From an optimization exercise on the open Yosys and OpenROAD flow, aimed at small area and a short achievable clock period; shortcuts taken in it are not production practice. RTL that was checked went through simulation tests only; none was proved equivalent to the original. Function not checked in runs 3 and 4: the RTL went through the layout flow alone. Power figures rest on the tool's default switching activity, not on a simulated workload.

$ cat design.v
module EX (
    input clk,
    input rst_n,
    input en,
    input stage_ID_EX__EX_regwrite,
    input stage_ID_EX__EX_memtoreg,
    input stage_ID_EX__EX_memread,
    input stage_ID_EX__EX_memwrite,
    input stage_ID_EX__EX_alusrc,
    input [1:0] stage_ID_EX__EX_aluop,
    input stage_ID_EX__EX_regdst,
    input stage_ID_EX__EX_sys_en,
    input [31:0]stage_ID_EX__EX_rs_data,
    input [31:0]stage_ID_EX__EX_rt_data,
    input [4:0]stage_ID_EX__EX_rs_id,
    input [4:0]stage_ID_EX__EX_rt_id,
    input [4:0]stage_ID_EX__EX_rd_id,
    input [31:0]stage_ID_EX__EX_sign_ext,
    input [2:0]stage_ID_EX__EX_funct3,
    input sys__EX_done,
    output reg stage_EX_MEM__MEM_regwrite,
    output reg stage_EX_MEM__MEM_memtoreg,
    output reg stage_EX_MEM__MEM_memread,
    output reg stage_EX_MEM__MEM_memwrite,
    output reg [31:0] stage_EX_MEM__MEM_alures,
    output reg [31:0] stage_EX_MEM__MEM_store_data,
    output reg [4:0]  stage_EX_MEM__MEM_rd_id,
    output EX__HDUbr_regwrite,
    output EX__HDU_memread,
    output [4:0] EX__HDU_HDUbr_rd_id,
    output EX_stall_for_sys,
    input  FU__EX_rs_wb,
    input  FU__EX_rs_mem,
    input  FU__EX_rt_wb,
    input  FU__EX_rt_mem,
    input [31:0]  WB__EX_for_help,
    input [31:0]  MEM__EX_for_help
);
wire rs_m = FU__EX_rs_mem;
wire rs_w = ~FU__EX_rs_mem & FU__EX_rs_wb;
wire rs_d = ~FU__EX_rs_mem & ~FU__EX_rs_wb;
wire rt_m = FU__EX_rt_mem;
wire rt_w = ~FU__EX_rt_mem & FU__EX_rt_wb;
wire rt_d = ~FU__EX_rt_mem & ~FU__EX_rt_wb;
wire [31:0] rs = (MEM__EX_for_help & {32{rs_m}}) | (WB__EX_for_help & {32{rs_w}}) |
                 (stage_ID_EX__EX_rs_data & {32{rs_d}});
wire [31:0] rt = (MEM__EX_for_help & {32{rt_m}}) | (WB__EX_for_help & {32{rt_w}}) |
                 (stage_ID_EX__EX_rt_data & {32{rt_d}});
wire [31:0] b  = stage_ID_EX__EX_alusrc ? stage_ID_EX__EX_sign_ext : rt;
wire [4:0] op = {stage_ID_EX__EX_aluop, stage_ID_EX__EX_funct3};
wire op_add = (op == 5'b00000) | (op == 5'b01000);
wire op_sub = (op == 5'b10000);
wire op_sll = (op == 5'b01001);
wire op_srl = (op == 5'b01101);
wire op_sra = (op == 5'b10101);
wire op_xor = (op == 5'b01100);
wire op_or  = (op == 5'b01110);
wire op_and = (op == 5'b01111);
wire ld   = rst_n & en;           
wire s_p  = ld & (op_add | op_sub | op_xor | op_or);
wire s_g  = ld & (op_or | op_and);
wire s_c  = ld & (op_add | op_sub);
wire s_sr = ld & (op_srl | op_sra);
wire s_sl = ld & op_sll;
wire s_h  = rst_n & ~en;          
wire        sub = stage_ID_EX__EX_aluop[1];
wire [31:0] bx  = b ^ {32{sub}};
wire [31:0] p   = rs ^ bx;
wire [31:0] g   = rs & bx;
wire [31:0] Gs [0:5];
wire [31:0] Ps [0:5];
assign Gs[0] = {g[31:1], g[0] | (p[0] & sub)};
assign Ps[0] = p;
genvar i, k;
generate
  for (k = 0; k < 5; k = k + 1) begin : lv
    for (i = 0; i < 32; i = i + 1) begin : bt
      if ((i >> k) % 2 == 1) begin : nd
        localparam integer J = ((i >> k) << k) - 1;
        assign Gs[k+1][i] = Gs[k][i] | (Ps[k][i] & Gs[k][J]);
        assign Ps[k+1][i] = Ps[k][i] & Ps[k][J];
      end else begin : pass
        assign Gs[k+1][i] = Gs[k][i];
        assign Ps[k+1][i] = Ps[k][i];
      end
    end
  end
endgenerate
wire [31:0] c = {Gs[5][30:0], sub};
wire [31:0] al = (p & {32{s_p}}) ^ ((g & {32{s_g}}) | (c & {32{s_c}}));
wire [31:0] rs_rev;
generate
  for (i = 0; i < 32; i = i + 1) begin : rv
    assign rs_rev[i] = rs[31-i];
  end
endgenerate
wire [31:0] x    = op_sll ? rs_rev : rs;
wire        fill = op_sra & rs[31];
wire [4:0]  sh   = b[4:0];
wire [31:0] x1 = sh[0] ? {fill, x[31:1]}            : x;
wire [31:0] x2 = sh[1] ? {{2{fill}}, x1[31:2]}      : x1;
wire [31:0] x3 = sh[2] ? {{4{fill}}, x2[31:4]}      : x2;
wire [31:0] x4 = sh[3] ? {{8{fill}}, x3[31:8]}      : x3;
wire [31:0] y  = sh[4] ? {{16{fill}}, x4[31:16]}    : x4;
wire [31:0] y_rev;
generate
  for (i = 0; i < 32; i = i + 1) begin : yr
    assign y_rev[i] = y[31-i];
  end
endgenerate
wire [31:0] alu_d = al | (y & {32{s_sr}}) | (y_rev & {32{s_sl}}) |
                    (stage_EX_MEM__MEM_alures & {32{s_h}});
reg curr_state;
assign EX_stall_for_sys = curr_state ? ~sys__EX_done : stage_ID_EX__EX_sys_en;
always @(posedge clk) begin
    curr_state <= rst_n & EX_stall_for_sys;
end
wire [4:0] rd_sel = stage_ID_EX__EX_regdst ? stage_ID_EX__EX_rd_id : stage_ID_EX__EX_rt_id;
always @(posedge clk) begin
    stage_EX_MEM__MEM_alures <= alu_d;
end
always @(posedge clk) begin
    if (!rst_n) begin
        stage_EX_MEM__MEM_regwrite <= 0;
        stage_EX_MEM__MEM_memtoreg <= 0;
        stage_EX_MEM__MEM_memread <= 0;
        stage_EX_MEM__MEM_memwrite <= 0;
        stage_EX_MEM__MEM_store_data <= 0;
        stage_EX_MEM__MEM_rd_id <= 0;
    end else if (en) begin
        stage_EX_MEM__MEM_regwrite <= ~EX_stall_for_sys & stage_ID_EX__EX_regwrite;
        stage_EX_MEM__MEM_memtoreg <= ~EX_stall_for_sys & stage_ID_EX__EX_memtoreg;
        stage_EX_MEM__MEM_memread  <= ~EX_stall_for_sys & stage_ID_EX__EX_memread;
        stage_EX_MEM__MEM_memwrite <= ~EX_stall_for_sys & stage_ID_EX__EX_memwrite;
        stage_EX_MEM__MEM_store_data <= rt;
        stage_EX_MEM__MEM_rd_id      <= rd_sel;
    end
end
assign EX__HDU_HDUbr_rd_id = rd_sel;
assign EX__HDU_memread = stage_ID_EX__EX_memread;
assign EX__HDUbr_regwrite = stage_ID_EX__EX_regwrite;
endmodule
$ cat flow/run.sh
#!/bin/bash
# Standard layout, but buffer the ports with the smallest buffer cell.
set -o pipefail
bash standard.sh BUFFER_PORTS_ARGS="-buffer_cell sky130_fd_sc_hd__buf_1" finish > flow_standard.log 2>&1
$ cat standard.sh
#!/bin/bash
# synth_recipe.tcl (not shown) runs the flow's synth.tcl, then flattens the netlist and writes it again
# the make line also repeats each setting of config.mk as NAME=value (left out here)
make -C /OpenROAD-flow-scripts/flow DESIGN_CONFIG=/design/flow/config.mk WORK_HOME=/design/flow/orfs CLKGATE_MAP_FILE= SYNTH_SCRIPT=/design/flow/synth_recipe.tcl "${@:-finish}"
$ cat config.mk
export PLATFORM = sky130hd
export DESIGN_NAME = EX
export DESIGN_NICKNAME = EX
export VERILOG_FILES = /design/flow/design.v
export SDC_FILE = /design/flow/constraint.sdc
export NUM_CORES = 4
export LEC_CHECK = 0
export ABC_AREA = 1
export CAP_MARGIN = 20
export CORE_MARGIN = 2
export CORE_UTILIZATION = 40
export SETUP_SLACK_MARGIN = 1.2
export SLEW_MARGIN = 20
$ cat constraint.sdc
create_clock -name core_clock -period 5.2 [get_ports {clk}]
set_input_delay 1.0400 -clock core_clock [delete_from_list [all_inputs] [get_ports {clk}]]
set_output_delay 1.0400 -clock core_clock [all_outputs]
set_load 0.01 [all_outputs]
==> impl_metrics.env, run 1 <==
export IMPL_start_util_pct=41.05
export IMPL_wl_met3_um=3118
export IMPL_die_h_um=154.1
export IMPL_total_power_mw=2.411
export IMPL_ys_flop_type="dfxtp_1"
export IMPL_p_leak_nw=5.134
export IMPL_clk_latency_ns=0.35
export IMPL_path_class="input port to flip-flop"
export IMPL_grt_pass1_vias=11390
export IMPL_worstMarginPinSlew_ns=1.072
export IMPL_cts_path_max_buffers=2
export IMPL_drtIter0Drc=1158
export IMPL_synth_cell_area_mm2=0.009015
export IMPL_drv_cap=0
export IMPL_cts_root_buf="clkbuf_16"
export IMPL_synthCells=1663
export IMPL_fin_ws_ns=1.433
export IMPL_max_freq_mhz=265.5
export IMPL_r2r_cells=4
export IMPL_synth_seq_cells=74
export IMPL_drcViolationCount=0
export IMPL_ant_nets=0
export IMPL_drive_gt1_share_pct=6.356
export IMPL_hp_class="flip-flop to flip-flop"
export IMPL_finClkSkew_ns=0.001439
export IMPL_syn_avg_cell_area_um2=5.421
export IMPL_async_flop_share_pct=0
export IMPL_cp_slowest_cell="ha_1"
export IMPL_num_vias=12050
export IMPL_grt_max_degree=51
export IMPL_area_growth_pct=17.35
export IMPL_die_area_mm2=0.02375
export IMPL_fin_nets=2110
export IMPL_highest_layer="met5"
export IMPL_htreeDepth=3
export IMPL_r2r_start="curr_state$_DFF_P_"
export IMPL_fin_area_mm2=0.01058
export IMPL_io_pins=276
export IMPL_ir_drop_mv=0.1128
export IMPL_worstPathRequired_ns=5.44
export IMPL_status="complete, no violations"
export IMPL_grt_overflow_total=0
export IMPL_wl_met1_um=16840
export IMPL_viasPerCell=5.555
export IMPL_wl_um=40780
export IMPL_drt_pass1_iterations=6
export IMPL_rsz0062_at_grt="no"
export IMPL_startpoint_type="input port"
export IMPL_postPlaceCellArea_mm2=0.01018
export IMPL_period_share_pct=72.43
export IMPL_cts_tree="yes"
export IMPL_dieWidth_um=154.1
export IMPL_crit_family="compound AO/OA/AOI/OAI gates"
export IMPL_r2r_end="stage_EX_MEM__MEM_memwrite$_SDFFE_PN0P_"
export IMPL_slew_violations=0
export IMPL_grt_pass1_wl_um=62070
export IMPL_power_density_mw_per_mm2=227.9
export IMPL_setup_violations_final=0
export IMPL_syn_nets=1890
export IMPL_antenna_found_initial=2
export IMPL_clkSinkCount=74
export IMPL_io_buffers=270
export IMPL_wl_met2_um=19070
export IMPL_path_buf_inv=2
export IMPL_wire_per_inst_um=18.80
export IMPL_slowest_delay_ns=0.38
export IMPL_coreArea_mm2=0.02196
export IMPL_ys_seq_area_share_pct=16.43
export IMPL_relSlewSlack_pct=28.49
export IMPL_numCtsBuffers=9
export IMPL_dp_worst_setup_slack_ns=0.6792
export IMPL_finalHoldViolCount=0
export IMPL_finalCriticalPeriod_ns=3.767
export IMPL_hold_path_endpoint="stage_EX_MEM__MEM_store_data[10]$_SDFFE_PN0P_"
export IMPL_synth_distinct_cells=46
export IMPL_gp_congestion=0.9634
export IMPL_hp_start="stage_EX_MEM__MEM_store_data[10]$_SDFFE_PN0P_"
export IMPL_min_path_cells=2
export IMPL_path_cells="buf_2 -> nor2_4 -> buf_8 -> nand2_1 -> nand2_1 -> a21oi_1 -> o21ai_0 -> xor2_1 -> ha_1 -> a21oi_1 -> o21ai_0 -> a21oi_2 -> o21ai_0 -> a21oi_1 -> o21bai_1 -> a21boi_1 -> nand2_1 -> o21ai_1 -> nand3_1"
export IMPL_cts_hold_buf=0
export IMPL_worstPathArrival_ns=4.01
export IMPL_synth_edf_count=0
export IMPL_dpl_hpwl_um=32640
export IMPL_reg2reg_slack_ns=4.16
export IMPL_worst_setup_path_end_kind="flip-flop"
export IMPL_fin_setup_tns_ns=0
export IMPL_row_count=54
export IMPL_yosysWarnings=1
export IMPL_cts_clk_slew_worst_paths_ns=0.07
export IMPL_critPathMaxFanout=24
export IMPL_track_usage_pct=33.66
[synth_stat cells, drive strengths merged, types with 9 or more instances]
| cell type | instances | area share (%) |
|---|---|---|
| a21oi | 61 | 3.4 |
| a22o | 9 | 0.87 |
| buf | 46 | 2.8 |
| clkbuf | 45 | 1.9 |
| dfxtp | 74 | 16 |
| ha | 32 | 4.4 |
| inv | 87 | 3.6 |
| nand2 | 730 | 31 |
| nand3 | 301 | 18 |
| nand4 | 20 | 1.5 |
| nor2 | 86 | 4.0 |
| o21ai | 91 | 5.3 |
| xor2 | 36 | 3.5 |
[layer usage]
metal	GRT usage, %	vias to the layer above
met2	57.74	583
met1	41.73	5471
met5	0	-
met4	14.60	2
met3	5.299	113
li1	-	5879
[registers in the layout (all words and copies together) (netlist names)]
register / flops
curr_state: 1
stage_EX_MEM__MEM_alures: 32
stage_EX_MEM__MEM_memread: 1
stage_EX_MEM__MEM_memtoreg: 1
stage_EX_MEM__MEM_memwrite: 1
stage_EX_MEM__MEM_rd_id: 5
stage_EX_MEM__MEM_regwrite: 1
stage_EX_MEM__MEM_store_data: 32
[where the power goes]
group / internal [mW] / switching, mW
logic: 0.335 / 0.760
registers: 0.604 / 0.0214
clock network: 0.391 / 0.299
total: 1.33 / 1.08
[worst reg2reg max path, stage by stage (launching register included)]
cell and delay, ns:
dfxtp_1 0.31, inv_1 0.04, o21ai_0 0.21, inv_1 0.15
a32o_1 0.24
[kinds of logic after synthesis]
group	Yosys count	share of synthesized area [%]
AO/OA/AOI/OAI	183	11.41
XOR/XNOR	39	3.789
adder cells (fa/ha/maj)	32	4.441
buffers and inverters	182	8.508
flip-flops	74	16.43
AND/OR/NAND/NOR	1153	55.42
[layout by cell type, fill, tap and decap left out, types with 3 or more instances in the layout]
cell	instances
a21oi_1	56
a21oi_2	5
a22o_1	9
a32o_1	4
buf_1	265
buf_4	26
clkbuf_16	9
clkbuf_2	4
clkinv_1	4
dfxtp_1	74
ha_1	32
inv_1	78
inv_2	9
nand2_1	723
nand2_2	5
nand3_1	275
nand3_2	26
nand4_1	19
nor2_1	77
nor2_2	5
nor2_4	4
nor3_1	5
o21ai_0	77
o21ai_1	8
o21ai_2	5
o21bai_1	5
o22ai_1	3
or2_2	3
xnor2_1	3
xor2_1	36
[layout make-up]
type / instances / area (µm²)
well taps: 280 / 350.3
fillers: 2493 / 11380
repair buffers: 299 / 1261
diodes: 1 / 2.502
inverters: 91 / 341.6
clock inverters: 6 / 72.57
multi-input cells: 1408 / 6830
flip-flops and latches: 74 / 1481
clock buffers: 10 / 239.0
[worst max path at each step]
stage / startpoint / slack, ns / cells after the start / end
after global routing: FU__EX_rt_mem / 1.21 / 19 / stage_EX_MEM__MEM_alures[23]$_DFF_P_
final: FU__EX_rt_mem / 1.43 / 19 / stage_EX_MEM__MEM_alures[23]$_DFF_P_
after CTS: FU__EX_rt_wb / 1.26 / 17 / stage_EX_MEM__MEM_alures[16]$_DFF_P_
after floorplan: FU__EX_rt_mem / 1.21 / 21 / stage_EX_MEM__MEM_alures[19]$_DFF_P_
after global placement: FU__EX_rt_mem / 0.73 / 18 / stage_EX_MEM__MEM_alures[26]$_DFF_P_
after detailed placement: FU__EX_rt_mem / 0.68 / 18 / stage_EX_MEM__MEM_alures[26]$_DFF_P_
[through the flow]
stage	instances	hold WS, ns	util (%)
after global routing	2168	0.4768	48.17
after CTS	2165	0.4591	47.81
after global placement	2149	0.4379	46.37
final	2169	0.4577	48.18
after floorplan	1663	0.4922	-
after detailed placement	2149	0.4435	46.37
[timing repair]
action	4_1_cts	5_1_grt
cloned	0	1
resized for setup	3	16
endpoints found under the setup margin	19	22
setup buffers	0	2
pin swaps	0	3
==> run 2, diff against run 1 <==
--- a/config.mk
+++ b/config.mk
@@ -9,5 +9,5 @@
 export CAP_MARGIN = 20
 export CORE_MARGIN = 2
 export CORE_UTILIZATION = 40
-export SETUP_SLACK_MARGIN = 1.2
+export SETUP_SLACK_MARGIN = 1.8
 export SLEW_MARGIN = 20
==> run 2 against run 1 <==
  * Setup slack better by 0.30 ns
  * Sequential power about the same
  * Core utilization up 2.3 points
  * Critical path type unchanged
  * Critical endpoint is now stage_EX_MEM__MEM_alures[28]$_DFF_P_
==> impl_metrics.env, run 2 <==
export IMPL_finalHoldViolCount=0
export IMPL_finClkSkew_ns=0.0002153
export IMPL_cts_tree="yes"
export IMPL_ant_nets=0
export IMPL_synth_seq_cells=74
export IMPL_reg_top3="stage_EX_MEM__MEM_alures: 32 flops, stage_EX_MEM__MEM_store_data: 32 flops, stage_EX_MEM__MEM_rd_id: 5 flops"
export IMPL_max_freq_mhz=288.6
export IMPL_status="complete, no violations"
export IMPL_grt_pass1_wl_um=64960
export IMPL_synth_top_cell_by_area="nand2_1"
export IMPL_power_density_mw_per_mm2=226.9
export IMPL_ir_drop_mv=0.1458
export IMPL_coreArea_mm2=0.02196
export IMPL_period_share_pct=66.63
export IMPL_cts_root_buf="clkbuf_16"
export IMPL_drive_gt1_share_pct=9.437
export IMPL_synth_area_leaders="nand2_1, dfxtp_1, nand3_1, ha_1, o21ai_0"
export IMPL_io_buffers=270
export IMPL_wl_um=42850
export IMPL_antenna_found_initial=4
export IMPL_hp_class="flip-flop to flip-flop"
export IMPL_relSlewSlack_pct=46.96
export IMPL_num_vias=12230
export IMPL_numCtsBuffers=9
export IMPL_r2r_end="stage_EX_MEM__MEM_regwrite$_SDFFE_PN0P_"
export IMPL_start_util_pct=41.05
export IMPL_synth_common_cells="nand2_1, nand3_1, nor2_1"
export IMPL_die_area_mm2=0.02375
export IMPL_finalCriticalPeriod_ns=3.465
export IMPL_worstPathArrival_ns=3.70
export IMPL_async_flop_share_pct=0
export IMPL_layout_common_cells="nand2_1, nand3_1, buf_1, inv_1, nor2_1"
export IMPL_synthCells=1663
export IMPL_hp_start="stage_EX_MEM__MEM_store_data[2]$_SDFFE_PN0P_"
export IMPL_grt_max_degree=68
export IMPL_hold_path_endpoint="stage_EX_MEM__MEM_store_data[2]$_SDFFE_PN0P_"
export IMPL_setup_violations_final=0
export IMPL_startpoint_type="input port"
export IMPL_holdWs_ns=0.4582
export IMPL_fin_setup_tns_ns=0
export IMPL_r2r_start="curr_state$_DFF_P_"
export IMPL_clk_latency_ns=0.35
export IMPL_viasPerCell=5.563
export IMPL_row_count=54
export IMPL_dieWidth_um=154.1
export IMPL_final_common_cell="nand2_1"
export IMPL_area_growth_pct=23.07
export IMPL_synth_distinct_cells=46
export IMPL_reg2reg_slack_ns=4.17
export IMPL_die_h_um=154.1
export IMPL_gp_congestion=1.008
export IMPL_io_pins=276
export IMPL_rsz0062_at_grt="yes"
export IMPL_p_leak_nw=5.339
export IMPL_grt_overflow_total=0
export IMPL_cts_clk_slew_worst_paths_ns=0.06
export IMPL_htreeDepth=3
export IMPL_yosysWarnings=1
export IMPL_slew_violations=0
export IMPL_syn_avg_cell_area_um2=5.421
export IMPL_cts_path_max_buffers=2
export IMPL_yosysMostFrequentCell="nand2_1"
export IMPL_critPathMaxFanout=12
export IMPL_clkSinkCount=74
export IMPL_min_path_cells=2
export IMPL_worst_setup_path_end_kind="flip-flop"
export IMPL_fin_nets=2140
export IMPL_ys_seq_area_share_pct=16.43
export IMPL_worstPathRequired_ns=5.44
export IMPL_drv_cap=0
export IMPL_ys_flop_type="dfxtp_1"
export IMPL_cts_hold_buf=0
export IMPL_synth_cell_area_mm2=0.009015
export IMPL_dpl_hpwl_um=32890
export IMPL_worstMarginPinSlew_ns=0.7956
export IMPL_drt_pass1_iterations=6
export IMPL_drcViolationCount=0
export IMPL_synth_edf_count=0
export IMPL_track_usage_pct=35.69
export IMPL_netlist_area_leader_share_pct=30.10
export IMPL_path_class="input port to flip-flop"
export IMPL_drtIter0Drc=1194
export IMPL_r2r_cells=4
export IMPL_grt_pass1_vias=11600
export IMPL_syn_nets=1890
export IMPL_crit_start="FU__EX_rt_wb"
export IMPL_wire_per_inst_um=19.49
run 2: area by class of cell:
type | count | area [µm²]
Inverter | 91 | 352.8
Tap cell | 280 | 350.3
Clock inverter | 4 | 76.32
Multi-Input combinational cell | 1412 | 7061
Timing Repair Buffer | 325 | 1534
Fill cell | 2444 | 10860
Sequential cell | 74 | 1481
Antenna cell | 1 | 2.502
Clock buffer | 12 | 236.5
run 2: report_power, final:
part | total (mW) | internal, mW | switching, mW | leakage, nW
logic | 1.18 | 0.381 | 0.798 | 4.59
clock network | 0.713 | 0.423 | 0.290 | 0.147
registers | 0.625 | 0.604 | 0.0210 | 0.606
run 2: cell families after synthesis:
group	count (synthesis)	share of synthesized area [%]
DFF	74	16.43
AOI/OAI and AO/OA	183	11.41
adders and majority gates	32	4.441
and+or+nand+nor	1153	55.42
xor gates and xnor gates	39	3.789
buffers and inverters	182	8.508
run 2: layer usage:
metal  wire length [µm]  vias up  share of wire, %  track usage (%)
li1                   -     5955                 -                -
met1              17330     5563                40            43.48
met2              19740      576                46            59.94
met3               3654      134               8.5            8.145
met4               2087        6               4.9            16.15
met5                 44        -              0.10                0
run 2: worst max path at each step:
stage	endpoint	slack (ns)
4_1_cts	stage_EX_MEM__MEM_alures[24]$_DFF_P_	1.78
2_1_floorplan	stage_EX_MEM__MEM_alures[19]$_DFF_P_	1.60
3_3_place_gp	stage_EX_MEM__MEM_alures[26]$_DFF_P_	0.55
3_5_place_dp	stage_EX_MEM__MEM_alures[26]$_DFF_P_	0.57
5_1_grt	stage_EX_MEM__MEM_alures[28]$_DFF_P_	1.57
6_report	stage_EX_MEM__MEM_alures[28]$_DFF_P_	1.74
run 2: worst max-delay path, cell delays in order:
cell     delay (ns)
buf_6          0.13
nor2_4         0.17
buf_8          0.18
nand2_1        0.06
nand2_1        0.08
a21oi_2        0.05
o21ai_1        0.15
xor2_1         0.22
ha_1           0.32
a21oi_2        0.18
o21ai_2        0.08
a21oi_2        0.20
buf_4          0.15
o21ai_4        0.07
nand2_1        0.13
a21oi_1        0.09
a21oi_2        0.17
nand2_1        0.06
o21ai_0        0.07
nand3_1        0.09
run 2: what timing repair did:
action	4_1_cts	5_1_grt
setup endpoints to repair	32	29
pin swaps	19	12
buffers inserted	22	9
gates cloned	5	0
gates resized for setup	61	26
run 2: metrics by stage:
stage / setup WS (ns) / utilization (%) / instance area, µm² / total power [mW] / std cells
2_1_floorplan: 1.595 / - / 9105 / 1.353 / 1663
3_3_place_gp: 0.5465 / 46.35 / 10180 / 1.700 / 2146
3_5_place_dp: 0.5705 / 46.35 / 10180 / 1.702 / 2146
4_1_cts: 1.781 / 49.82 / 10940 / 2.474 / 2189
5_1_grt: 1.568 / 50.51 / 11090 / 2.663 / 2198
6_report: 1.735 / 50.52 / 11090 / 2.517 / 2199
==> run 3, diff against run 2 <==
--- a/design.v
+++ b/design.v
@@ -46,7 +46,12 @@
                  (stage_ID_EX__EX_rs_data & {32{rs_d}});
 wire [31:0] rt = (MEM__EX_for_help & {32{rt_m}}) | (WB__EX_for_help & {32{rt_w}}) |
                  (stage_ID_EX__EX_rt_data & {32{rt_d}});
-wire [31:0] b  = stage_ID_EX__EX_alusrc ? stage_ID_EX__EX_sign_ext : rt;
+wire b_e = stage_ID_EX__EX_alusrc;
+wire b_m = ~stage_ID_EX__EX_alusrc & rt_m;
+wire b_w = ~stage_ID_EX__EX_alusrc & rt_w;
+wire b_d = ~stage_ID_EX__EX_alusrc & rt_d;
+wire [31:0] b  = (stage_ID_EX__EX_sign_ext & {32{b_e}}) | (MEM__EX_for_help & {32{b_m}}) |
+                 (WB__EX_for_help & {32{b_w}}) | (stage_ID_EX__EX_rt_data & {32{b_d}});
 wire [4:0] op = {stage_ID_EX__EX_aluop, stage_ID_EX__EX_funct3};
 wire op_add = (op == 5'b00000) | (op == 5'b01000);
 wire op_sub = (op == 5'b10000);
@@ -118,6 +123,7 @@
 wire [4:0] rd_sel = stage_ID_EX__EX_regdst ? stage_ID_EX__EX_rd_id : stage_ID_EX__EX_rt_id;
 always @(posedge clk) begin
     stage_EX_MEM__MEM_alures <= alu_d;
+    stage_EX_MEM__MEM_store_data <= (rt & {32{ld}}) | (stage_EX_MEM__MEM_store_data & {32{s_h}});
 end
 always @(posedge clk) begin
     if (!rst_n) begin
@@ -125,14 +131,12 @@
         stage_EX_MEM__MEM_memtoreg <= 0;
         stage_EX_MEM__MEM_memread <= 0;
         stage_EX_MEM__MEM_memwrite <= 0;
-        stage_EX_MEM__MEM_store_data <= 0;
         stage_EX_MEM__MEM_rd_id <= 0;
     end else if (en) begin
         stage_EX_MEM__MEM_regwrite <= ~EX_stall_for_sys & stage_ID_EX__EX_regwrite;
         stage_EX_MEM__MEM_memtoreg <= ~EX_stall_for_sys & stage_ID_EX__EX_memtoreg;
         stage_EX_MEM__MEM_memread  <= ~EX_stall_for_sys & stage_ID_EX__EX_memread;
         stage_EX_MEM__MEM_memwrite <= ~EX_stall_for_sys & stage_ID_EX__EX_memwrite;
-        stage_EX_MEM__MEM_store_data <= rt;
         stage_EX_MEM__MEM_rd_id      <= rd_sel;
     end
 end
==> run 3 against run 2 <==
  * Still clean on timing, DRC and antenna
  * Clock power is 12% lower
  * Fmax rose by 0.27%
  * Clock-buffer cell count decreased by 1
  * Via count increased by 4.5%
  * Non-clock buffer count is 17 higher
  * First-iteration DRC count is 1.3% higher
  * Clock skew barely moved
  * Critical path type unchanged
  * Highest routed layer is now met4
==> impl_metrics.env, run 3 <==
export IMPL_status="complete, no violations"
export IMPL_grt_pass1_wl_um=64340
export IMPL_finClkSkew_ns=0.0001602
export IMPL_track_usage_pct=34.48
export IMPL_fin_nets=2126
export IMPL_worstPathArrival_ns=3.70
export IMPL_netlist_area_leader_share_pct=24.94
export IMPL_path_class="input port to flip-flop"
export IMPL_p_leak_nw=5.285
export IMPL_viasPerCell=5.856
export IMPL_die_h_um=153.6
export IMPL_cts_clk_slew_worst_paths_ns=0.07
export IMPL_grt_overflow_total=0
export IMPL_path_cells="clkbuf_16 -> inv_8 -> nand2_8 -> clkinv_8 -> buf_8 -> a22o_1 -> a21oi_2 -> o21ai_0 -> xor2_1 -> ha_1 -> inv_1 -> o21bai_1 -> a21oi_2 -> o21bai_2 -> nand2_1 -> o21ai_4 -> a21oi_2 -> nand2_1 -> nand2_1 -> nand3_1"
export IMPL_utilization_pct=52.54
export IMPL_async_flop_share_pct=0
export IMPL_power_switching_mw=1.169
export IMPL_dieWidth_um=153.6
export IMPL_finalHoldViolCount=0
export IMPL_num_vias=12790
export IMPL_area_growth_pct=28.42
export IMPL_cts_hold_buf=0
export IMPL_slew_violations=0
export IMPL_worst_setup_path_end_kind="flip-flop"
export IMPL_synth_distinct_cells=45
export IMPL_layout_common_cells="nand2_1, nand3_1, buf_1, nor2_1, inv_1"
export IMPL_start_util_pct=40.91
export IMPL_syn_avg_cell_area_um2=5.488
export IMPL_synth_area_leaders="nand2_1, nand3_1, dfxtp_1, ha_1, nor2_1"
export IMPL_fin_ws_ns=1.745
export IMPL_final_common_cell="nand2_1"
export IMPL_drcViolationCount=0
export IMPL_ys_seq_area_share_pct=16.54
export IMPL_row_count=54
export IMPL_worstPathRequired_ns=5.44
export IMPL_wire_per_inst_um=19.80
export IMPL_cts_tree="yes"
export IMPL_wl_um=43250
export IMPL_grt_max_degree=39
export IMPL_syn_nets=1859
export IMPL_yosysWarnings=1
export IMPL_ant_nets=0
export IMPL_setup_violations_final=0
export IMPL_ys_flop_type="dfxtp_1"
export IMPL_coreArea_mm2=0.02189
export IMPL_clkSinkCount=74
export IMPL_drv_cap=0
export IMPL_power_density_mw_per_mm2=221.3
export IMPL_synth_cell_area_mm2=0.008956
export IMPL_grt_pass1_vias=11720
export IMPL_r2r_cells=4
export IMPL_drive_gt1_share_pct=11.50
export IMPL_pwr_share_clk_pct=24.5
export IMPL_max_freq_mhz=289.4
export IMPL_finalCriticalPeriod_ns=3.455
export IMPL_drtIter0Drc=1210
export IMPL_hold_path_endpoint="stage_EX_MEM__MEM_store_data[10]$_DFF_P_"
export IMPL_switching_share_pct=45.92
export IMPL_power_internal_mw=1.376
export IMPL_r2r_start="curr_state$_DFF_P_"
export IMPL_reg2reg_slack_ns=4.17
export IMPL_p_seq_share_pct=24.6
export IMPL_synth_edf_count=0
export IMPL_critPathMaxFanout=7
export IMPL_slowest_delay_ns=0.31
export IMPL_worstMarginPinSlew_ns=0.9017
export IMPL_synth_common_cells="nand2_1, nand3_1, nor2_1"
export IMPL_synth_top_cell_by_area="nand2_1"
export IMPL_io_pins=276
export IMPL_antennaDiodeCount=0
export IMPL_reg_top3="stage_EX_MEM__MEM_alures: 32 flops, stage_EX_MEM__MEM_store_data: 32 flops, stage_EX_MEM__MEM_rd_id: 5 flops"
export IMPL_startpoint_type="input port"
export IMPL_hp_start="stage_EX_MEM__MEM_store_data[10]$_DFF_P_"
export IMPL_r2r_end="stage_EX_MEM__MEM_regwrite$_SDFFE_PN0P_"
export IMPL_yosysMostFrequentCell="nand2_1"
export IMPL_clk_latency_ns=0.36
export IMPL_antenna_found_initial=0
export IMPL_cts_path_max_buffers=2
export IMPL_dpl_hpwl_um=32030
export IMPL_cts_root_buf="clkbuf_16"
export IMPL_synthCells=1632
export IMPL_numCtsBuffers=9
export IMPL_hp_class="flip-flop to flip-flop"
export IMPL_drt_pass1_iterations=6
export IMPL_share_comb_of_total_power_pct=50.9
export IMPL_relSlewSlack_pct=39.74
export IMPL_htreeDepth=3
export IMPL_io_buffers=270
export IMPL_min_path_cells=2
export IMPL_synth_seq_cells=74
export IMPL_period_share_pct=66.45
export IMPL_fin_setup_tns_ns=0
export IMPL_rsz0062_at_grt="yes"
export IMPL_ir_drop_mv=0.1309
export IMPL_die_area_mm2=0.02360
export IMPL_gp_congestion=0.9856
export IMPL_cp_slowest_cell="ha_1"
export IMPL_dp_worst_setup_slack_ns=0.8229
[run 3: cells by family after synthesis]
logic type / synth area share, %
compound gates: 14.61
xor+xnor: 3.521
fa+ha+maj: 4.470
buf+inv: 8.801
flops: 16.54
simple gates: 52.05
[run 3: through the flow]
step                      std cells  total power, mW  hold WS (ns)  cell area [µm²]
final                          2184            2.545        0.4594            11500
after global routing           2184            2.690        0.4875            11500
after CTS                      2153            2.389        0.4602            10780
after detailed placement       2114            1.712        0.4449            10150
after global placement         2114            1.707        0.4386            10150
after floorplan                1632            1.372        0.4761             9026
[run 3: final cells by class]
| cell class | instances | area [µm²] |
|---|---|---|
| Timing Repair Buffer | 342 | 1787 |
| Multi-Input combinational cell | 1373 | 7191 |
| Inverter | 96 | 396.6 |
| Timing Repair inverter | 3 | 22.52 |
| Clock buffer | 11 | 232.7 |
| Tap cell | 280 | 350.3 |
| Fill cell | 2364 | 10390 |
| Sequential cell | 74 | 1481 |
| Clock inverter | 5 | 40.04 |
[run 3: worst max-delay path by stage]
| stage | startpoint | end | slack [ns] | cells past startpoint |
|---|---|---|---|---|
| finish | FU__EX_rt_mem | stage_EX_MEM__MEM_alures[29]$_DFF_P_ | 1.74 | 20 |
| global route | FU__EX_rt_mem | stage_EX_MEM__MEM_alures[25]$_DFF_P_ | 1.64 | 23 |
| CTS | stage_ID_EX__EX_alusrc | stage_EX_MEM__MEM_alures[26]$_DFF_P_ | 1.79 | 21 |
| detailed placement | FU__EX_rt_wb | stage_EX_MEM__MEM_alures[26]$_DFF_P_ | 0.82 | 18 |
| global placement | FU__EX_rt_wb | stage_EX_MEM__MEM_alures[29]$_DFF_P_ | 0.83 | 17 |
| floorplan | FU__EX_rt_mem | stage_EX_MEM__MEM_alures[31]$_DFF_P_ | 1.64 | 22 |
[run 3: power groups by stage]
stage | registers, mW | logic, mW | clock network, mW
5_1_grt | 0.631 | 1.41 | 0.648
3_3_place_gp | 0.639 | 1.07 | 0
3_5_place_dp | 0.639 | 1.07 | 0
6_report | 0.627 | 1.29 | 0.624
4_1_cts | 0.626 | 1.14 | 0.623
2_1_floorplan | 0.653 | 0.720 | 0
[run 3: critical path, delay by kind of cell]
kind | cells | cell delay, ns
AO/OA/AOI/OAI | 8 | 1.11
buffers and inverters | 5 | 0.54
AND/OR/NAND/NOR | 5 | 0.42
adder cells (fa/ha/maj) | 1 | 0.31
XOR/XNOR | 1 | 0.25
[run 3: layer usage]
layer / up-vias / global-route usage, % / share of wire, %
met5: - / 0 / 0
met1: 5892 / 42.36 / 39
met2: 732 / 57.48 / 46
met4: 0 / 18.00 / 6.1
li1: 6001 / - / -
met3: 165 / 6.285 / 8.9
[run 3: what timing repair did]
item	in CTS	in global routing
gates cloned	4	6
gates resized for setup	53	111
setup buffers	19	25
setup endpoints to repair	32	32
pin swaps	17	48
==> run 4, diff against run 3 <==
--- a/config.mk
+++ b/config.mk
@@ -9,5 +9,5 @@
 export CAP_MARGIN = 20
 export CORE_MARGIN = 2
 export CORE_UTILIZATION = 40
-export SETUP_SLACK_MARGIN = 1.8
+export SETUP_SLACK_MARGIN = 1.5
 export SLEW_MARGIN = 20
==> run 4 against run 3 <==
  * Wire length is 0.19% lower
  * Sequential power about the same
  * Area after synthesis did not move
  * Critical path depth increased by 4
  * Global-route usage decreased by 0.16 points
  * Die area did not move
  * Sequential share of layout area up 0.21 points
  * Core utilization shrank 0.86 points
  * Setup slack got worse by 0.20 ns
  * Synthesized cell count unchanged
  * Largest power group unchanged
==> impl_metrics.env, run 4 <==
export IMPL_relSlewSlack_pct=45.78
export IMPL_clk_latency_ns=0.36
export IMPL_synth_common_cells="nand2_1, nand3_1, nor2_1"
export IMPL_met3_usage_pct=5.242
export IMPL_async_flop_share_pct=0
export IMPL_layout_common_cells="nand2_1, nand3_1, buf_1, nor2_1, inv_1"
export IMPL_path_cells="buf_8 -> nand2_4 -> clkinvlp_4 -> buf_12 -> buf_6 -> a22o_1 -> a21oi_2 -> o21ai_1 -> xor2_1 -> ha_1 -> inv_2 -> nor2_1 -> nor2_1 -> nor2_1 -> nor2_2 -> buf_4 -> o21ai_4 -> nand2_2 -> a21oi_2 -> a21oi_2 -> nand2_1 -> nand2_1 -> nand2_2 -> nand2_1"
export IMPL_synth_cell_area_mm2=0.008956
export IMPL_syn_avg_cell_area_um2=5.488
export IMPL_gp_congestion=0.9789
export IMPL_power_density_mw_per_mm2=231.5
export IMPL_synth_area_leaders="nand2_1, nand3_1, dfxtp_1, ha_1, nor2_1"
export IMPL_grt_overflow_total=0
export IMPL_rsz0062_at_grt="yes"
export IMPL_total_power_mw=2.619
export IMPL_worstPathRequired_ns=5.45
export IMPL_drv_cap=0
export IMPL_ys_seq_area_share_pct=16.54
export IMPL_io_buffers=270
export IMPL_finalHoldViolCount=0
export IMPL_row_count=54
export IMPL_dpl_hpwl_um=31950
export IMPL_fin_area_mm2=0.01131
export IMPL_ys_flop_type="dfxtp_1"
export IMPL_io_pins=276
export IMPL_yosysMostFrequentCell="nand2_1"
export IMPL_synth_top_cell_by_area="nand2_1"
export IMPL_antennaDiodeCount=0
export IMPL_die_h_um=153.6
export IMPL_htreeDepth=3
export IMPL_wire_per_inst_um=19.77
export IMPL_dp_worst_setup_slack_ns=0.4624
export IMPL_crit_family="simple AND/OR/NAND/NOR gates"
export IMPL_holdWs_ns=0.4605
export IMPL_numCtsBuffers=9
export IMPL_worstPathArrival_ns=3.91
export IMPL_start_util_pct=40.91
export IMPL_area_growth_pct=26.32
export IMPL_viasPerCell=5.799
export IMPL_cp_slowest_cell="ha_1"
export IMPL_antenna_found_initial=0
export IMPL_period_share_pct=70.38
export IMPL_yosysWarnings=1
export IMPL_path_class="input port to flip-flop"
export IMPL_grt_pass1_vias=11540
export IMPL_cts_tree="yes"
export IMPL_fin_ws_ns=1.540
export IMPL_grt_pass1_wl_um=63450
export IMPL_synth_distinct_cells=45
export IMPL_wl_um=43170
export IMPL_finClkSkew_ns=0.002205
export IMPL_slowest_delay_ns=0.32
export IMPL_path_buf_inv=6
export IMPL_die_area_mm2=0.02360
export IMPL_p_leak_nw=5.201
export IMPL_critPathMaxFanout=7
export IMPL_cts_clk_slew_worst_paths_ns=0.07
export IMPL_slew_violations=0
export IMPL_cts_path_max_buffers=2
export IMPL_cts_root_buf="clkbuf_16"
export IMPL_ir_drop_mv=0.1361
export IMPL_drt_pass1_iterations=8
export IMPL_synthCells=1632
export IMPL_met2_usage_pct=57.97
export IMPL_worst_setup_path_end_kind="flip-flop"
export IMPL_final_common_cell="nand2_1"
export IMPL_finalCriticalPeriod_ns=3.660
export IMPL_drcViolationCount=0
export IMPL_grt_max_degree=67
export IMPL_reg_top3="stage_EX_MEM__MEM_alures: 32 flops, stage_EX_MEM__MEM_store_data: 32 flops, stage_EX_MEM__MEM_rd_id: 5 flops"
export IMPL_postPlaceCellArea_mm2=0.01013
export IMPL_syn_nets=1859
export IMPL_synth_seq_cells=74
export IMPL_track_usage_pct=34.31
export IMPL_drive_gt1_share_pct=10.56
export IMPL_setup_violations_final=0
export IMPL_max_freq_mhz=273.3
export IMPL_status="complete, no violations"
export IMPL_cts_hold_buf=0
export IMPL_ant_nets=0
export IMPL_hp_class="flip-flop to flip-flop"
export IMPL_num_vias=12670
export IMPL_synth_edf_count=0
export IMPL_grt_use_met1_pct=42.57
export IMPL_drtIter0Drc=1359
export IMPL_dieWidth_um=153.6
export IMPL_clkSinkCount=74
export IMPL_fin_nets=2126
export IMPL_busiest_layer="met2"
export IMPL_fin_setup_tns_ns=0
export IMPL_coreArea_mm2=0.02189
export IMPL_startpoint_type="input port"
export IMPL_netlist_area_leader_share_pct=24.94
export IMPL_worstMarginPinSlew_ns=0.8124
## run 4: cell count changes in the layout (fill, tap and decap cells not counted), sizes merged
cell,change
buf,+3
bufinv,+1
clkbuf,-2
clkinv,-2
inv,+1
nand3,-1
## run 4: layout make-up
| cell class | instances | area, µm² |
|---|---|---|
| flip-flops and latches | 74 | 1481 |
| well taps | 280 | 350.3 |
| repair inverters | 1 | 7.507 |
| inverters | 96 | 380.4 |
| fillers | 2435 | 10580 |
| clock buffers | 9 | 225.2 |
| clock inverters | 7 | 82.58 |
| repair buffers | 345 | 1729 |
| multi-input cells | 1372 | 7057 |
## run 4: layer usage
layer	share of wire [%]	up-vias
li1	-	5988
met1	40	5837
met2	47	701
met3	8.2	139
met4	5.3	0
met5	0	-
## run 4: worst register-to-register path, stage by stage, from the launching register on
cell,delay (ns)
dfxtp_1,0.31
inv_1,0.04
o21ai_0,0.24
inv_1,0.16
a32o_1,0.25
## run 4: kinds of logic after synthesis
logic type	share of synthesized area [%]
AND/OR/NAND/NOR	52.05
AO/OA/AOI/OAI	14.61
buffers and inverters	8.801
flip-flops	16.54
XOR/XNOR	3.521
adder cells (fa/ha/maj)	4.470
## run 4: repair_timing
action                                  in CTS  in global routing
endpoints found under the setup margin      26                 24
pin swaps                                   12                 37
gates cloned                                 4                  4
hold endpoints to repair                     0                  0
resized for setup                           30                 95
setup buffers                               19                 26
## run 4: power by group
part / leakage (nW) / switching (mW) / internal, mW
clock network: 0.145 / 0.317 / 0.382
logic: 4.45 / 0.857 / 0.437
registers: 0.606 / 0.0221 / 0.604
total: 5.20 / 1.20 / 1.42
## run 4: final timing paths
path                                      startpoint                                 endpoint  slack (ns)  cells after the start
max                                     FU__EX_rt_wb     stage_EX_MEM__MEM_alures[25]$_DFF_P_        1.54                     24
min          stage_EX_MEM__MEM_regwrite$_SDFFE_PN0P_  stage_EX_MEM__MEM_regwrite$_SDFFE_PN0P_        0.46                      1
max reg2reg                       curr_state$_DFF_P_  stage_EX_MEM__MEM_memwrite$_SDFFE_PN0P_        4.10                      4
min reg2reg  stage_EX_MEM__MEM_regwrite$_SDFFE_PN0P_  stage_EX_MEM__MEM_regwrite$_SDFFE_PN0P_        0.46                      1
## run 4: through the flow
stage | utilization, % | cells
detailed placement | 46.30 | 2115
floorplan | - | 1632
CTS | 49.03 | 2154
global route | 51.68 | 2184
finish | 51.68 | 2184
global placement | 46.30 | 2115
==> run 5, diff against run 4 <==
--- a/design.v
+++ b/design.v
@@ -46,12 +46,7 @@
                  (stage_ID_EX__EX_rs_data & {32{rs_d}});
 wire [31:0] rt = (MEM__EX_for_help & {32{rt_m}}) | (WB__EX_for_help & {32{rt_w}}) |
                  (stage_ID_EX__EX_rt_data & {32{rt_d}});
-wire b_e = stage_ID_EX__EX_alusrc;
-wire b_m = ~stage_ID_EX__EX_alusrc & rt_m;
-wire b_w = ~stage_ID_EX__EX_alusrc & rt_w;
-wire b_d = ~stage_ID_EX__EX_alusrc & rt_d;
-wire [31:0] b  = (stage_ID_EX__EX_sign_ext & {32{b_e}}) | (MEM__EX_for_help & {32{b_m}}) |
-                 (WB__EX_for_help & {32{b_w}}) | (stage_ID_EX__EX_rt_data & {32{b_d}});
+wire [31:0] b  = stage_ID_EX__EX_alusrc ? stage_ID_EX__EX_sign_ext : rt;
 wire [4:0] op = {stage_ID_EX__EX_aluop, stage_ID_EX__EX_funct3};
 wire op_add = (op == 5'b00000) | (op == 5'b01000);
 wire op_sub = (op == 5'b10000);
@@ -123,7 +118,6 @@
 wire [4:0] rd_sel = stage_ID_EX__EX_regdst ? stage_ID_EX__EX_rd_id : stage_ID_EX__EX_rt_id;
 always @(posedge clk) begin
     stage_EX_MEM__MEM_alures <= alu_d;
-    stage_EX_MEM__MEM_store_data <= (rt & {32{ld}}) | (stage_EX_MEM__MEM_store_data & {32{s_h}});
 end
 always @(posedge clk) begin
     if (!rst_n) begin
@@ -131,12 +125,14 @@
         stage_EX_MEM__MEM_memtoreg <= 0;
         stage_EX_MEM__MEM_memread <= 0;
         stage_EX_MEM__MEM_memwrite <= 0;
+        stage_EX_MEM__MEM_store_data <= 0;
         stage_EX_MEM__MEM_rd_id <= 0;
     end else if (en) begin
         stage_EX_MEM__MEM_regwrite <= ~EX_stall_for_sys & stage_ID_EX__EX_regwrite;
         stage_EX_MEM__MEM_memtoreg <= ~EX_stall_for_sys & stage_ID_EX__EX_memtoreg;
         stage_EX_MEM__MEM_memread  <= ~EX_stall_for_sys & stage_ID_EX__EX_memread;
         stage_EX_MEM__MEM_memwrite <= ~EX_stall_for_sys & stage_ID_EX__EX_memwrite;
+        stage_EX_MEM__MEM_store_data <= rt;
         stage_EX_MEM__MEM_rd_id      <= rd_sel;
     end
 end
==> flow/run.sh (replaced) <==
#!/bin/bash
# Standard layout with two changes: ports are buffered with the smallest
# buffer, and CTS adds no dummy loads.
set -o pipefail
bash standard.sh \
  BUFFER_PORTS_ARGS="-buffer_cell sky130_fd_sc_hd__buf_1" \
  CTS_ARGS="-sink_clustering_enable -repair_clock_nets -dont_use_dummy_load" \
  finish > flow_standard.log 2>&1
==> run 5 against run 4 <==
  * Wire length down 2.6%
  * Combinational power fell by 12%
  * Area after synthesis rose by 0.66%
  * Register-to-register slack gained 0.06 ns
  * Sequential share of layout area is 0.57 points higher
  * Setup slack gained 0.078 ns
  * Power decreased by 11%
  * Clock skew increased by 0.0020 ns
  * Critical endpoint is now stage_EX_MEM__MEM_alures[31]$_DFF_P_
  * Sequential cell count unchanged
  * Largest power group unchanged
  * Clock power is 21% lower
  * Hold slack lost 0.0022 ns
  * Still clean on timing, DRC and antenna
==> impl_metrics.env, run 5 <==
export IMPL_status="complete, no violations"
export IMPL_ir_drop_mv=0.1412
export IMPL_cts_clk_slew_worst_paths_ns=0.06
export IMPL_cts_root_buf="clkbuf_16"
export IMPL_synthCells=1663
export IMPL_rsz0062_at_grt="yes"
export IMPL_syn_avg_cell_area_um2=5.421
export IMPL_synth_area_leaders="nand2_1, dfxtp_1, nand3_1, ha_1, o21ai_0"
export IMPL_dp_cells=2149
export IMPL_grt_overflow_total=0
export IMPL_htreeDepth=3
export IMPL_antenna_found_initial=2
export IMPL_numCtsBuffers=9
export IMPL_clkSinkCount=74
export IMPL_path_cells="buf_12 -> nor2_4 -> clkbuf_4 -> buf_4 -> nand2_1 -> nand2_1 -> a21oi_1 -> o21ai_0 -> xor2_1 -> ha_1 -> nand2_1 -> inv_1 -> a21oi_1 -> nor2_1 -> nor2_1 -> a21oi_1 -> a21oi_1 -> nand2_1 -> nand2_1 -> nand3_1"
export IMPL_worstMarginPinSlew_ns=1.029
export IMPL_syn_nets=1890
export IMPL_io_pins=276
export IMPL_startpoint_type="input port"
export IMPL_dieWidth_um=154.1
export IMPL_synth_edf_count=0
export IMPL_dp_worst_setup_slack_ns=0.9385
export IMPL_period_share_pct=68.88
export IMPL_yosysWarnings=1
export IMPL_cpMostUsedCell="nand2_1"
export IMPL_grt_max_degree=39
export IMPL_slew_violations=0
export IMPL_io_buffers=270
export IMPL_total_power_mw=2.323
export IMPL_clk_latency_ns=0.34
export IMPL_die_h_um=154.1
export IMPL_start_util_pct=41.05
export IMPL_relSlewSlack_pct=31.33
export IMPL_wire_per_inst_um=19.27
export IMPL_async_flop_share_pct=0
export IMPL_worstPathRequired_ns=5.44
export IMPL_postPlaceCellArea_mm2=0.01018
export IMPL_max_freq_mhz=279.2
export IMPL_pwr_share_clk_pct=23.8
export IMPL_path_class="input port to flip-flop"
export IMPL_finalCriticalPeriod_ns=3.582
export IMPL_row_count=54
export IMPL_grt_pass1_wl_um=63290
export IMPL_finalHoldViolCount=0
export IMPL_cts_path_max_buffers=2
export IMPL_grt_pass1_vias=11540
export IMPL_fin_ws_ns=1.618
export IMPL_power_switching_mw=1.052
export IMPL_p_leak_nw=5.240
export IMPL_final_common_cell="nand2_1"
export IMPL_antennaDiodeCount=0
export IMPL_synth_top_cell_by_area="nand2_1"
export IMPL_track_usage_pct=34.16
export IMPL_drcViolationCount=0
export IMPL_synth_common_cells="nand2_1, nand3_1, nor2_1"
export IMPL_fin_area_mm2=0.01084
export IMPL_cp_slowest_cell="ha_1"
export IMPL_slowest_delay_ns=0.37
export IMPL_layout_common_cells="nand2_1, nand3_1, buf_1, inv_1, nor2_1"
export IMPL_synth_distinct_cells=46
export IMPL_wl_um=42050
export IMPL_fin_nets=2131
export IMPL_instances_no_fill=2182
export IMPL_gp_congestion=0.9815
export IMPL_drv_cap=0
export IMPL_dpl_hpwl_um=32750
export IMPL_drive_gt1_share_pct=8.254
export IMPL_viasPerCell=5.593
export IMPL_ys_flop_type="dfxtp_1"
export IMPL_ant_nets=0
export IMPL_die_area_mm2=0.02375
export IMPL_setup_violations_final=0
export IMPL_cts_hold_buf=0
export IMPL_hp_class="flip-flop to flip-flop"
export IMPL_switching_share_pct=45.30
export IMPL_yosysMostFrequentCell="nand2_1"
export IMPL_power_internal_mw=1.271
export IMPL_share_comb_of_total_power_pct=49.3
export IMPL_fin_setup_tns_ns=0
export IMPL_power_density_mw_per_mm2=214.3
export IMPL_ys_seq_area_share_pct=16.43
export IMPL_drtIter0Drc=1324
export IMPL_reg_top3="stage_EX_MEM__MEM_alures: 32 flops, stage_EX_MEM__MEM_store_data: 32 flops, stage_EX_MEM__MEM_rd_id: 5 flops"
export IMPL_netlist_area_leader_share_pct=30.10
export IMPL_drt_pass1_iterations=6
export IMPL_worstPathArrival_ns=3.82
export IMPL_coreArea_mm2=0.02196
export IMPL_num_vias=12200
export IMPL_cts_tree="yes"
export IMPL_critPathMaxFanout=5
export IMPL_area_growth_pct=20.25
export IMPL_fillCellCount=2453
export IMPL_synth_seq_cells=74
export IMPL_finClkSkew_ns=0.004177
export IMPL_worst_setup_path_end_kind="flip-flop"
export IMPL_p_seq_share_pct=27.0
export IMPL_synth_cell_area_mm2=0.009015
==> run 5: cell count changes in the layout (fill, tap and decap cells not counted), sizes merged, moves of 8 or more <==
cell and change:
nor2 -25, a21oi +8, nand2 +129, a22o -25
nand4 +10, nand3 -57, buf -26, o21ai +9
inv -11
==> run 5: final timing paths <==
check / from / endpoint / slack, ns / depth (start not counted)
max: FU__EX_rt_mem / stage_EX_MEM__MEM_alures[31]$_DFF_P_ / 1.62 / 20
min: stage_EX_MEM__MEM_store_data[7]$_SDFFE_PN0P_ / stage_EX_MEM__MEM_store_data[7]$_SDFFE_PN0P_ / 0.46 / 2
max reg2reg: curr_state$_DFF_P_ / stage_EX_MEM__MEM_memread$_SDFFE_PN0P_ / 4.16 / 4
min reg2reg: stage_EX_MEM__MEM_store_data[7]$_SDFFE_PN0P_ / stage_EX_MEM__MEM_store_data[7]$_SDFFE_PN0P_ / 0.46 / 2
==> run 5: area by class of cell <==
type / instances / area (µm²) / area share [%]
clock buffer: 9 / 225.2 / 2.078
inverter: 91 / 349.1 / 3.220
multi-input combinational: 1410 / 6950 / 64.12
sequential: 74 / 1481 / 13.67
tap: 280 / 350.3 / 3.232
timing repair buffer: 318 / 1484 / 13.69
==> run 5: stage by stage <==
stage	hold slack, ns	util (%)
finish	0.4583	49.37
global route	0.4765	49.37
global placement	0.4382	46.35
CTS	0.4588	47.72
detailed placement	0.4433	46.35
floorplan	0.4922	-
==> run 5: what timing repair did <==
action,CTS,global route
setup buffers,4,14
gates resized for setup,11,71
setup endpoints to repair,25,25
pin swaps,2,19
cloned,1,5
==> run 5: kinds of logic after synthesis <==
logic type               Yosys count  synth area share, %
adder cells (fa/ha/maj)           32                4.441
XOR/XNOR                          39                3.789
flip-flops                        74                16.43
AND/OR/NAND/NOR                 1153                55.42
buffers and inverters            182                8.508
AO/OA/AOI/OAI                    183                11.41
==> run 5: worst max-delay path: cells and delay by family <==
kind / cells / cell delay [ns]
and+or+nand+nor: 9 / 0.87
buffers and inverters: 4 / 0.55
AOI/OAI and AO/OA: 5 / 0.85
adders and majority gates: 1 / 0.37
xor gates and xnor gates: 1 / 0.11
==> run 5: power by group through the flow <==
stage	sequential, mW	combinational (mW)	clock, mW
3_3_place_gp	0.637	1.05	0
6_report	0.626	1.14	0.552
2_1_floorplan	0.651	0.692	0
3_5_place_dp	0.638	1.06	0
4_1_cts	0.626	1.07	0.558
5_1_grt	0.630	1.26	0.577
==> run 5: per-layer routing <==
metal	track usage, %	vias up	part of all wire (%)
met2	58.94	568	47
li1	-	5920	-
met5	0	-	0.040
met3	6.793	133	8.2
met4	14.15	2	4.4
met1	41.46	5581	40
==> run 6, diff against run 5 <==
==> flow/run.sh (replaced) <==
#!/bin/bash
# Standard layout with three changes: synthesis maps the logic with its own ABC
# script (flow/synth.tcl, flow/map.abc), ports are buffered with the smallest
# buffer, and CTS adds no dummy loads.
set -o pipefail
export EX_ABC_SCRIPT=$PWD/flow/map.abc
bash standard.sh \
  SYNTH_SCRIPT=$PWD/flow/synth.tcl \
  BUFFER_PORTS_ARGS="-buffer_cell sky130_fd_sc_hd__buf_1" \
  CTS_ARGS="-sink_clustering_enable -repair_clock_nets -dont_use_dummy_load" \
  finish > flow_standard.log 2>&1
==> flow/map.abc (new file) <==
strash
dch
map -B 0.9
topo
==> flow/synth.tcl (new file) <==
proc synth {args} { yosys synth -nofsm -noshare {*}$args }
proc abc {args} {
  set i [lsearch -exact $args -script]
  if {$i >= 0} { lset args [expr {$i + 1}] $::env(EX_ABC_SCRIPT) }
  yosys abc {*}$args
}
source $::env(SCRIPTS_DIR)/synth.tcl
# left out here: clear keep_hierarchy, flatten, clean up, hide names made inside functions, write 1_2_yosys.v
==> run 6 against run 5 <==
  * Sequential share of layout area shrank 0.22 points
  * Global-route usage shrank 1.0 points
  * Sequential power is essentially flat
  * Die area shrank 6.7%
  * Synthesized cell count shrank 5.4%
  * Critical endpoint is now stage_EX_MEM__MEM_alures[30]$_DFF_P_
  * Highest routed layer is now met4
  * Core utilization grew 4.5 points
  * Hold slack lost 0.0012 ns
==> impl_metrics.env, run 6 <==
export IMPL_status="complete, no violations"
export IMPL_path_class="input port to flip-flop"
export IMPL_slew_violations=0
export IMPL_startpoint_type="input port"
export IMPL_rsz0062_at_grt="yes"
export IMPL_cts_path_max_buffers=2
export IMPL_drive_gt1_share_pct=9.502
export IMPL_power_internal_mw=1.314
export IMPL_switching_share_pct=44.40
export IMPL_finalCriticalPeriod_ns=3.603
export IMPL_grt_max_degree=57
export IMPL_numCtsBuffers=9
export IMPL_crit_start="FU__EX_rt_mem"
export IMPL_slowest_delay_ns=0.40
export IMPL_p_seq_share_pct=26.5
export IMPL_yosysWarnings=1
export IMPL_synth_common_cells="nand2_1, nand3_1, clkinv_1, o21ai_0, nor2_1"
export IMPL_track_usage_pct=33.14
export IMPL_worstMarginPinSlew_ns=0.7271
export IMPL_die_h_um=148.8
export IMPL_final_common_cell="nand2_1"
export IMPL_grt_pass1_vias=10740
export IMPL_total_power_mw=2.364
export IMPL_postPlaceCellArea_mm2=0.01011
export IMPL_io_pins=276
export IMPL_pwr_share_clk_pct=24.2
export IMPL_finClkSkew_ns=0.001318
export IMPL_dpl_hpwl_um=29040
export IMPL_io_buffers=270
export IMPL_viasPerCell=5.530
export IMPL_clkSinkCount=74
export IMPL_netlist_area_leader_share_pct=32.65
export IMPL_fin_area_mm2=0.01101
export IMPL_ys_flop_type="dfxtp_1"
export IMPL_drcViolationCount=0
export IMPL_synth_cell_area_mm2=0.008392
export IMPL_fin_nets=2155
export IMPL_holdWs_ns=0.4572
export IMPL_synth_edf_count=0
export IMPL_gp_congestion=1.012
export IMPL_ir_drop_mv=0.1354
export IMPL_max_freq_mhz=277.5
export IMPL_synth_seq_cells=74
export IMPL_worstPathRequired_ns=5.40
export IMPL_synthCells=1574
export IMPL_row_count=52
export IMPL_reg2reg_slack_ns=3.95
export IMPL_fin_setup_tns_ns=0
export IMPL_htreeDepth=3
export IMPL_worst_setup_path_end_kind="flip-flop"
export IMPL_dieWidth_um=148.8
export IMPL_fin_ws_ns=1.597
export IMPL_cpMostUsedCell="nand2_1"
export IMPL_drv_cap=0
export IMPL_wl_um=38000
export IMPL_power_density_mw_per_mm2=214.6
export IMPL_period_share_pct=69.30
export IMPL_drtIter0Drc=1222
export IMPL_worstPathArrival_ns=3.80
export IMPL_r2r_start="curr_state$_DFF_P_"
export IMPL_seq_area_mm2=0.001481
export IMPL_power_switching_mw=1.050
export IMPL_synth_distinct_cells=29
export IMPL_grt_overflow_total=0
export IMPL_synth_area_leaders="nand2_1, nand3_1, dfxtp_1, o21ai_0, ha_1"
export IMPL_async_flop_share_pct=0
export IMPL_cp_slowest_cell="ha_1"
export IMPL_setup_violations_final=0
export IMPL_fillCellCount=2202
export IMPL_yosysMostFrequentCell="nand2_1"
export IMPL_dp_worst_setup_slack_ns=0.4534
export IMPL_clk_latency_ns=0.35
export IMPL_die_area_mm2=0.02215
export IMPL_finalHoldViolCount=0
export IMPL_ant_nets=0
export IMPL_share_comb_of_total_power_pct=49.4
export IMPL_cts_tree="yes"
export IMPL_num_vias=12140
export IMPL_cts_clk_slew_worst_paths_ns=0.07
export IMPL_coreArea_mm2=0.02043
export IMPL_area_growth_pct=31.25
export IMPL_layout_common_cells="nand2_1, nand3_1, buf_1, clkinv_1"
export IMPL_reg_top3="stage_EX_MEM__MEM_alures: 32 flops, stage_EX_MEM__MEM_store_data: 32 flops, stage_EX_MEM__MEM_rd_id: 5 flops"
export IMPL_hp_class="flip-flop to flip-flop"
export IMPL_antenna_found_initial=0
export IMPL_critPathMaxFanout=11
export IMPL_cts_root_buf="clkbuf_16"
export IMPL_synth_top_cell_by_area="nand2_1"
export IMPL_path_cells="buf_8 -> nor2_4 -> buf_12 -> buf_8 -> nand2_1 -> nand2_1 -> a21oi_2 -> o21ai_1 -> xor2_1 -> ha_1 -> clkinv_1 -> o21bai_1 -> a221oi_4 -> o21ai_4 -> nand2_1 -> o21ai_0 -> nand2_1 -> nand4_1 -> nand3_2"
export IMPL_syn_nets=1801
export IMPL_antennaDiodeCount=0
export IMPL_ys_seq_area_share_pct=17.65
export IMPL_p_leak_nw=5.024
export IMPL_hp_start="stage_EX_MEM__MEM_store_data[21]$_SDFFE_PN0P_"
export IMPL_syn_avg_cell_area_um2=5.332
export IMPL_drt_pass1_iterations=6
export IMPL_relSlewSlack_pct=51.41
export IMPL_start_util_pct=41.08
export IMPL_multi_input_area_mm2=0.006889
export IMPL_wire_per_inst_um=17.30
export IMPL_grt_pass1_wl_um=57330
[run 6: cell types whose count changed after synthesis, sizes merged]
cell / before / now
clkinv: 4 / 91
inv: 87 / 0
clkbuf: 45 / 0
buf: 46 / 2
[run 6: cell families after synthesis]
group           count (synthesis)  share of synthesized area, %
xor+xnor                       39                         4.070
flops                          74                         17.65
buf+inv                        93                         4.249
compound gates                183                         12.17
fa+ha+maj                      32                         4.771
simple gates                 1153                         57.09
[run 6: timing repair]
item,4_1_cts,5_1_grt
gates resized for setup,39,70
hold buffers,0,0
setup buffers,13,27
hold endpoints to repair,0,0
setup endpoints to repair,25,25
pin swaps,9,37
[run 6: worst paths after layout]
| path | end | cells past startpoint |
|---|---|---|
| worst min register to register | stage_EX_MEM__MEM_store_data[21]$_SDFFE_PN0P_ | 2 |
| worst max register to register | stage_EX_MEM__MEM_memtoreg$_SDFFE_PN0P_ | 4 |
| worst min-delay path | stage_EX_MEM__MEM_store_data[21]$_SDFFE_PN0P_ | 2 |
| worst max-delay path | stage_EX_MEM__MEM_alures[30]$_DFF_P_ | 19 |
[run 6: critical path, delay by kind of cell]
kind	cells	cell delay, ns
buffers and inverters	4	0.57
and+or+nand+nor	7	0.74
xor gates and xnor gates	1	0.11
AOI/OAI and AO/OA	6	0.94
adders and majority gates	1	0.40
[run 6: layout make-up]
class                      instances  share of cell area [%]
clock buffer                       9                   2.045
timing repair buffer             345                   15.70
sequential                        74                   13.45
multi-input combinational       1407                   62.55
tap                              270                   3.067
inverter                          91                   3.192
[run 6: metrics by stage]
| stage | std cells | util [%] |
|---|---|---|
| final | 2196 | 53.91 |
| after CTS | 2169 | 51.81 |
| after global placement | 2147 | 49.49 |
| after floorplan | 1574 | - |
| after detailed placement | 2147 | 49.49 |
| after global routing | 2196 | 53.91 |
[run 6: layer usage]
layer | wire length (µm) | vias to the layer above | GRT usage [%]
li1 | - | 5971 | -
met1 | 15780 | 5455 | 42.04
met2 | 17340 | 605 | 55.25
met3 | 2897 | 113 | 4.893
met4 | 1981 | 0 | 15.95
met5 | 0 | - | 0
[run 6: power groups by stage]
stage | Sequential (mW) | Clock (mW) | Combinational, mW
floorplan | 0.651 | 0 | 0.639
global placement | 0.638 | 0 | 1.02
detailed placement | 0.637 | 0 | 1.02
CTS | 0.625 | 0.575 | 1.06
global route | 0.630 | 0.594 | 1.29
finish | 0.626 | 0.572 | 1.17
==> run 7, diff against run 6 <==
==> flow/map.abc (replaced) <==
strash
dch
map -B 0.9
topo
stime -c
buffer -c
dnsize -c
==> run 7 against run 6 <==
  * Die area is 3.8% higher
  * Synthesized cell count is 5.7% higher
  * Setup slack worse by 0.055 ns
  * Clock skew is 0.00085 ns lower
  * Non-clock buffer count is 34 lower
  * Power is 3.4% lower
  * Critical path depth is 1 higher
  * Sequential cell count stayed put
  * Via count hardly changed
  * Wire length is 8.5% higher
  * Combinational power is 5% lower
==> impl_metrics.env, run 7 <==
export IMPL_io_buffers=270
export IMPL_p_seq_share_pct=27.3
export IMPL_worstPathRequired_ns=5.41
export IMPL_fillCellCount=2522
export IMPL_final_common_cell="nand2_1"
export IMPL_synth_area_leaders="nand2_1, nand3_1, dfxtp_1, o21ai_0, ha_1"
export IMPL_total_power_mw=2.285
export IMPL_num_vias=12130
export IMPL_slew_violations=0
export IMPL_gp_congestion=0.9884
export IMPL_status="complete, no violations"
export IMPL_power_density_mw_per_mm2=215.6
export IMPL_syn_nets=1890
export IMPL_numCtsBuffers=9
export IMPL_htreeDepth=3
export IMPL_share_comb_of_total_power_pct=48.7
export IMPL_max_freq_mhz=273.3
export IMPL_cts_tree="yes"
export IMPL_async_flop_share_pct=0
export IMPL_grt_max_degree=57
export IMPL_cts_root_buf="clkbuf_16"
export IMPL_reg_top3="stage_EX_MEM__MEM_alures: 32 flops, stage_EX_MEM__MEM_store_data: 32 flops, stage_EX_MEM__MEM_rd_id: 5 flops"
export IMPL_fin_nets=2123
export IMPL_drt_pass1_iterations=7
export IMPL_drive_gt1_share_pct=6.072
export IMPL_worstMarginPinSlew_ns=1.025
export IMPL_viasPerCell=5.573
export IMPL_dieWidth_um=151.6
export IMPL_min_path_cells=2
export IMPL_worstPathArrival_ns=3.87
export IMPL_instances_no_fill=2177
export IMPL_io_pins=276
export IMPL_finalCriticalPeriod_ns=3.659
export IMPL_finClkSkew_ns=0.0004638
## run 7: cell types whose count changed in the layout (fill, tap and decap cells not counted), moves of 4 or more
cell      previous run  this run
nand2_2             13         6
o21ai_4              5         0
inv_1                0        81
buf_4               61        33
nand2_1            716       722
nor2_1              74        78
buf_8                5         0
clkinv_1            82         4
a22o_1               0         9
a22o_2               9         0
o21ai_0             68        72
## run 7: area by class of cell
cell class	instances	area [µm²]	share of cell area (%)
Sequential cell	74	1481	13.98
Multi-Input combinational cell	1409	6771	63.90
Clock buffer	9	225.2	2.125
Inverter	91	349.1	3.294
Antenna cell	3	7.507	0.07084
Timing Repair Buffer	311	1413	13.33
Tap cell	280	350.3	3.306
## run 7: kinds of logic after synthesis
group                    Yosys count  share of synthesized area, %
buffers and inverters            182                         7.980
adder cells (fa/ha/maj)           32                         4.593
flip-flops                        74                         16.99
XOR/XNOR                          39                         3.919
AND/OR/NAND/NOR                 1153                         54.93
AO/OA/AOI/OAI                    183                         11.58
## run 7: critical path: stages
cell and delay [ns]:
clkbuf_4 0.18, nor2_4 0.30, buf_6 0.16, nand2_1 0.05
nand2_1 0.05, a21oi_1 0.05, o21ai_1 0.17, xor2_1 0.25
ha_1 0.31, inv_2 0.08, o21bai_1 0.11, a21oi_2 0.20
nor3_1 0.08, o31ai_2 0.21, buf_4 0.20, nand2_4 0.11
nand2_1 0.10, nand2_1 0.05, o21ai_0 0.07, nand3_1 0.09
## run 7: layer usage
metal,vias up,part of all wire [%],track usage (%)
met5,-,0.027,0
met4,2,4.1,12.18
met3,112,8.6,7.844
met2,597,47,60.66
met1,5521,41,43.62
li1,5900,-,-
## run 7: path summary, 6_finish.rpt
path	start	slack [ns]	endpoint
hold reg to reg	stage_EX_MEM__MEM_store_data[18]$_SDFFE_PN0P_	0.45	stage_EX_MEM__MEM_store_data[18]$_SDFFE_PN0P_
setup / recovery	FU__EX_rt_mem	1.54	stage_EX_MEM__MEM_alures[21]$_DFF_P_
hold / removal	stage_EX_MEM__MEM_store_data[18]$_SDFFE_PN0P_	0.45	stage_EX_MEM__MEM_store_data[18]$_SDFFE_PN0P_
setup reg to reg	curr_state$_DFF_P_	4.17	stage_EX_MEM__MEM_regwrite$_SDFFE_PN0P_
## run 7: power by group through the flow
stage	Clock, mW	Combinational [mW]	Sequential (mW)
3_5_place_dp	0	1.04	0.636
4_1_cts	0.548	1.05	0.624
2_1_floorplan	0	0.664	0.651
5_1_grt	0.568	1.22	0.629
6_report	0.547	1.11	0.625
3_3_place_gp	0	1.04	0.636
## run 7: stage by stage
step / util (%) / setup slack (ns) / hold slack [ns] / cell area [µm²]
after floorplan: - / 1.509 / 0.4922 / 8771
after global placement: 46.31 / 0.7593 / 0.4386 / 10010
after detailed placement: 46.31 / 0.7385 / 0.4425 / 10010
after CTS: 47.61 / 1.510 / 0.4578 / 10290
after global routing: 48.98 / 1.445 / 0.4795 / 10590
final: 49.02 / 1.541 / 0.4546 / 10600
## run 7: timing repair
| action | 4_1_cts | 5_1_grt |
|---|---|---|
| setup endpoints to repair | 21 | 25 |
| pin swaps | 1 | 11 |
| gates resized for setup | 12 | 61 |
| buffers inserted | 2 | 8 |
| cloned | 1 | 2 |

Setup slack of run 7, layout unchanged: 1.541 ns with ideal ports, 1.569 ns with driving cells assumed (clock clkbuf_16, inputs buf_2), 1.181 ns with port delays also shifted by the 0.388 ns mid clock arrival.
